Background: an optimization exercise with open tools, aiming at small area. Do not read the settings as production practice. In this exercise RTL edits were held to simulation tests only and were not proved equivalent to the original. Power and IR drop assume default switching activity.

== exp/xenon ==
==> flow/design.v <==
module top_parking_system_4slot(
    input  wire        clk,
    input  wire        rst,
    input  wire        entry_pulse,
    input  wire        exit_pulse_for_system,
    input  wire        payment_received,
    input  wire [1:0]  exit_car_select,
    output wire        entry_gate,
    output wire        exit_gate,
    output wire        full_led,
    output wire        fee_ready,
    output wire [3:0]  occupancy,
    output wire [2:0]  free_count,
    output wire [15:0] e0,
    output wire [15:0] e1,
    output wire [15:0] e2,
    output wire [15:0] e3,
    output wire [31:0] fee
);
reg        st_f, st_x, st_y;
reg [3:0]  occ;
reg        slot_available;
reg [1:0]  exit_slot;
reg [3:0]  ld;                  
reg [3:0]  run;
reg [15:0] t0, t1, t2, t3;
wire idle     = ~st_f & ~st_x & ~st_y;
wire alloc    = ~st_f & ~st_x &  st_y;
wire free     =  st_f & st_y & payment_received;
wire go_alloc = entry_pulse & slot_available;
wire go_exit  = ~go_alloc & exit_pulse_for_system & (|occ);
assign entry_gate = st_x & ~st_y;
assign exit_gate  = st_x &  st_y;
assign fee_ready  = st_f;
assign full_led   = ~slot_available;
assign occupancy  = occ;
assign free_count = 3'd4 - ({2'd0, occ[0]} + {2'd0, occ[1]} + {2'd0, occ[2]} + {2'd0, occ[3]});
wire [3:0] lo_empty = {occ[0] & occ[1] & occ[2] & ~occ[3],
                       occ[0] & occ[1] & ~occ[2],
                       occ[0] & ~occ[1],
                       ~occ[0]};
wire sel_occ = occ[exit_car_select];
wire [1:0] free_idx = sel_occ  ? exit_car_select :
                      occ[0]   ? 2'd0 :
                      occ[1]   ? 2'd1 :
                      occ[2]   ? 2'd2 : 2'd3;
wire [3:0] free_oh = 4'b0001 << free_idx;
wire [1:0] exit_next = free ? free_idx : exit_slot;
always @(posedge clk or posedge rst) begin
    if (rst) begin
        st_f <= 1'b0; st_x <= 1'b0; st_y <= 1'b0;
        occ <= 4'b0;
        slot_available <= 1'b1;
        exit_slot <= 2'd0;
        ld <= 4'b0;
        run <= 4'b0;
    end else begin
        st_f <= (idle & go_exit) | (st_f & ~(st_y & payment_received));
        st_x <= alloc | free;
        st_y <= (idle & go_alloc) | st_f;
        occ <= (occ & ~(free ? free_oh : 4'b0)) | (alloc ? lo_empty : 4'b0);
        exit_slot <= exit_next;
        slot_available <= ~(&occ);
        ld <= {4{payment_received}} & (4'b0001 << exit_next);
        run <= occ;
    end
end
wire [3:0] clr = occ & ~run;
wire [16:0] c0, c1, c2, c3;
assign c0[0] = run[0];
assign c1[0] = run[1];
assign c2[0] = run[2];
assign c3[0] = run[3];
genvar k;
generate for (k = 0; k < 16; k = k + 1) begin : tb
    assign c0[k+1] = c0[k] & t0[k];
    assign c1[k+1] = c1[k] & t1[k];
    assign c2[k+1] = c2[k] & t2[k];
    assign c3[k+1] = c3[k] & t3[k];
    always @(posedge clk or posedge rst) begin
        if (rst) begin
            t0[k] <= 1'b0; t1[k] <= 1'b0; t2[k] <= 1'b0; t3[k] <= 1'b0;
        end else begin
            t0[k] <= ~clr[0] & (t0[k] ^ c0[k]);
            t1[k] <= ~clr[1] & (t1[k] ^ c1[k]);
            t2[k] <= ~clr[2] & (t2[k] ^ c2[k]);
            t3[k] <= ~clr[3] & (t3[k] ^ c3[k]);
        end
    end
end endgenerate
reg [10:0] y_lo;
reg        y_cm;
reg [15:9] t_hi;
wire bill = |ld;
wire [15:0] t_sel = ({16{ld[0]}} & t0) | ({16{ld[1]}} & t1) |
                    ({16{ld[2]}} & t2) | ({16{ld[3]}} & t3);
wire [11:2] cl;
wire [10:2] sl;
assign cl[2] = 1'b0;
generate for (k = 2; k < 9; k = k + 1) begin : lo_add
    assign sl[k]   = t_sel[k] ^ t_sel[k-2] ^ cl[k];
    assign cl[k+1] = (t_sel[k] & t_sel[k-2]) | (cl[k] & (t_sel[k] ^ t_sel[k-2]));
end endgenerate
wire ca0 = t_sel[9] & t_sel[7];      
wire ca1 = t_sel[9] | t_sel[7];      
wire pb  = t_sel[10] ^ t_sel[8];
wire sb0 = pb ^ ca0;
wire sb1 = pb ^ ca1;
wire cb0 = (t_sel[10] & t_sel[8]) | (ca0 & pb);
wire cb1 = (t_sel[10] & t_sel[8]) | (ca1 & pb);
assign sl[9] = t_sel[9] ^ t_sel[7] ^ cl[9];
assign sl[10] = cl[9] ? sb1 : sb0;
assign cl[11]   = cl[9] ? cb1 : cb0;
always @(posedge clk or posedge rst) begin
    if (rst) begin
        y_lo <= 11'd0; y_cm <= 1'b0; t_hi <= 7'd0;
    end else begin
        y_lo <= {sl, t_sel[1:0]} | ({11{~bill}} & y_lo);
        y_cm <= cl[11] | (~bill & y_cm);
        t_hi <= t_sel[15:9] | ({7{~bill}} & t_hi);
    end
end
wire [17:11] ah = {2'b00, t_hi[15:11]};
wire [17:11] bh = t_hi[15:9];
wire [18:11] ch;
wire [17:11] sh;
assign ch[11] = y_cm;
generate for (k = 11; k < 18; k = k + 1) begin : hi_add
    assign sh[k]   = ah[k] ^ bh[k] ^ ch[k];
    assign ch[k+1] = (ah[k] & bh[k]) | (ch[k] & (ah[k] ^ bh[k]));
end endgenerate
wire [18:11] y_hi = {ch[18], sh};
assign e0 = t0;
assign e1 = t1;
assign e2 = t2;
assign e3 = t3;
assign fee = {12'd0, y_hi, y_lo, 1'b0};
endmodule
clock: 4.0 ns
lec_check: 0
cap_margin: 20
core_margin: 2
core_utilization: 65
cts_buf_list: sky130_fd_sc_hd__clkbuf_8
place_density: 0.75
slew_margin: 20
standard.sh (not shown) runs the stock make flow with config.mk's settings and CLKGATE_MAP_FILE= SYNTH_SCRIPT=/design/flow/synth_recipe.tcl, a recipe that flattens the netlist after the stock synthesis.
==> flow/flow/run.sh <==
#!/bin/bash
# Standard layout, with the port buffers made of the smallest buffer cell and
# a clock tree of few large leaf buffers without dummy loads.
set -euo pipefail
export BUFFER_PORTS_ARGS="-buffer_cell sky130_fd_sc_hd__buf_1"
export CTS_ARGS="-sink_clustering_enable -repair_clock_nets -dont_use_dummy_load -buf_list sky130_fd_sc_hd__clkbuf_8"
export SKIP_REPAIR_TIE_FANOUT=1
bash standard.sh > standard.log 2>&1
Here is what was changed in the inputs of exp/maple compared with exp/xenon.
- an added GPL_TIMING_DRIVEN of 0
--- a/flow/flow/run.sh
+++ b/flow/flow/run.sh
@@ -2,2 +2,2 @@
-# Standard layout, with the port buffers made of the smallest buffer cell and
-# a clock tree of few large leaf buffers without dummy loads.
+# Standard layout, with the port buffers made of the smallest buffer cell, a
+# clock tree without dummy loads, and one tie cell for all constant outputs.
Results
Status | exp/maple and exp/xenon | clean except exp/maple. From exp/xenon to exp/maple the numbers moved as follows: final cell count has increased; final period demand of the worst path +120 ps; number of stages on the worst setup path grew by 6.
## Diff of input files: exp/sierra against exp/maple
- a change of PLACE_DENSITY from 0.75 to 0.88
- a deleted GPL_TIMING_DRIVEN that had been 0
- a change of CORE_UTILIZATION from 65 to 80
--- a/flow/flow/run.sh
+++ b/flow/flow/run.sh
@@ -2,2 +2,2 @@
-# Standard layout, with the port buffers made of the smallest buffer cell, a
-# clock tree without dummy loads, and one tie cell for all constant outputs.
+# Standard layout, with the port buffers made of the smallest buffer cell and
+# a clock tree of few large leaf buffers without dummy loads.
### Flow results
The layout from exp/sierra, despite a flow that completed every stage, fails the layout checks, with the failing checks listed as setup timing.
Looking at logic depth of the worst path, buffers included, exp/sierra sits below exp/maple.
The via count reported for exp/sierra is higher than the one for exp/maple.
Diff exp/sierra and exp/maple: clock power higher in exp/sierra
Of exp/sierra and exp/maple, the higher worst hold slack belongs to exp/sierra.
Between exp/sierra and exp/maple, the difference in synthesized area divided by synthesized cell count is negligible.
exp/sierra vs. exp/maple: area growth from synthesis to final layout went down by 3.3 points; net switching power of the design rose about 11%; worst path setup slack after routing went down.
exp/maple has a lower power in combinational cells than exp/sierra.
The final wirelength in exp/sierra is 1.3 times that in exp/maple.
Between exp/sierra and exp/maple, number of nets in the layout is lower for exp/sierra, exp/maple comes in above that.

==> what the ideal ports hide <==
No port has a modelled driver above. Below, the same layouts with a new extraction and two added sets of constraints. Step 1: set_driving_cell puts a clkbuf_16 on clk and a buf_2 on each other input, an assumption about the parent block. Step 2 moves the port delays by t, midway between the first and last clock arrival at a register: inputs arrive t later, outputs are due t later. That takes back most of the time a late clock gives input paths. Slacks: no drivers / after step 1 / after step 2; pairs: no drivers / after step 1.
| run | t (ns) | setup WS [ns] | worst setup path after step 2 | clock arrival spread, ns |
|---|---|---|---|---|
| exp/xenon | 0.378 | 0.097 / 0.068 / 0.119 | register to register | 0.020 / 0.020 |
| exp/maple | 0.370 | -0.024 / -0.024 / -0.024 | register to register | 0.023 / 0.023 |
| exp/sierra | 0.396 | -0.055 / -0.055 / -0.055 | register to register | 0.025 / 0.025 |
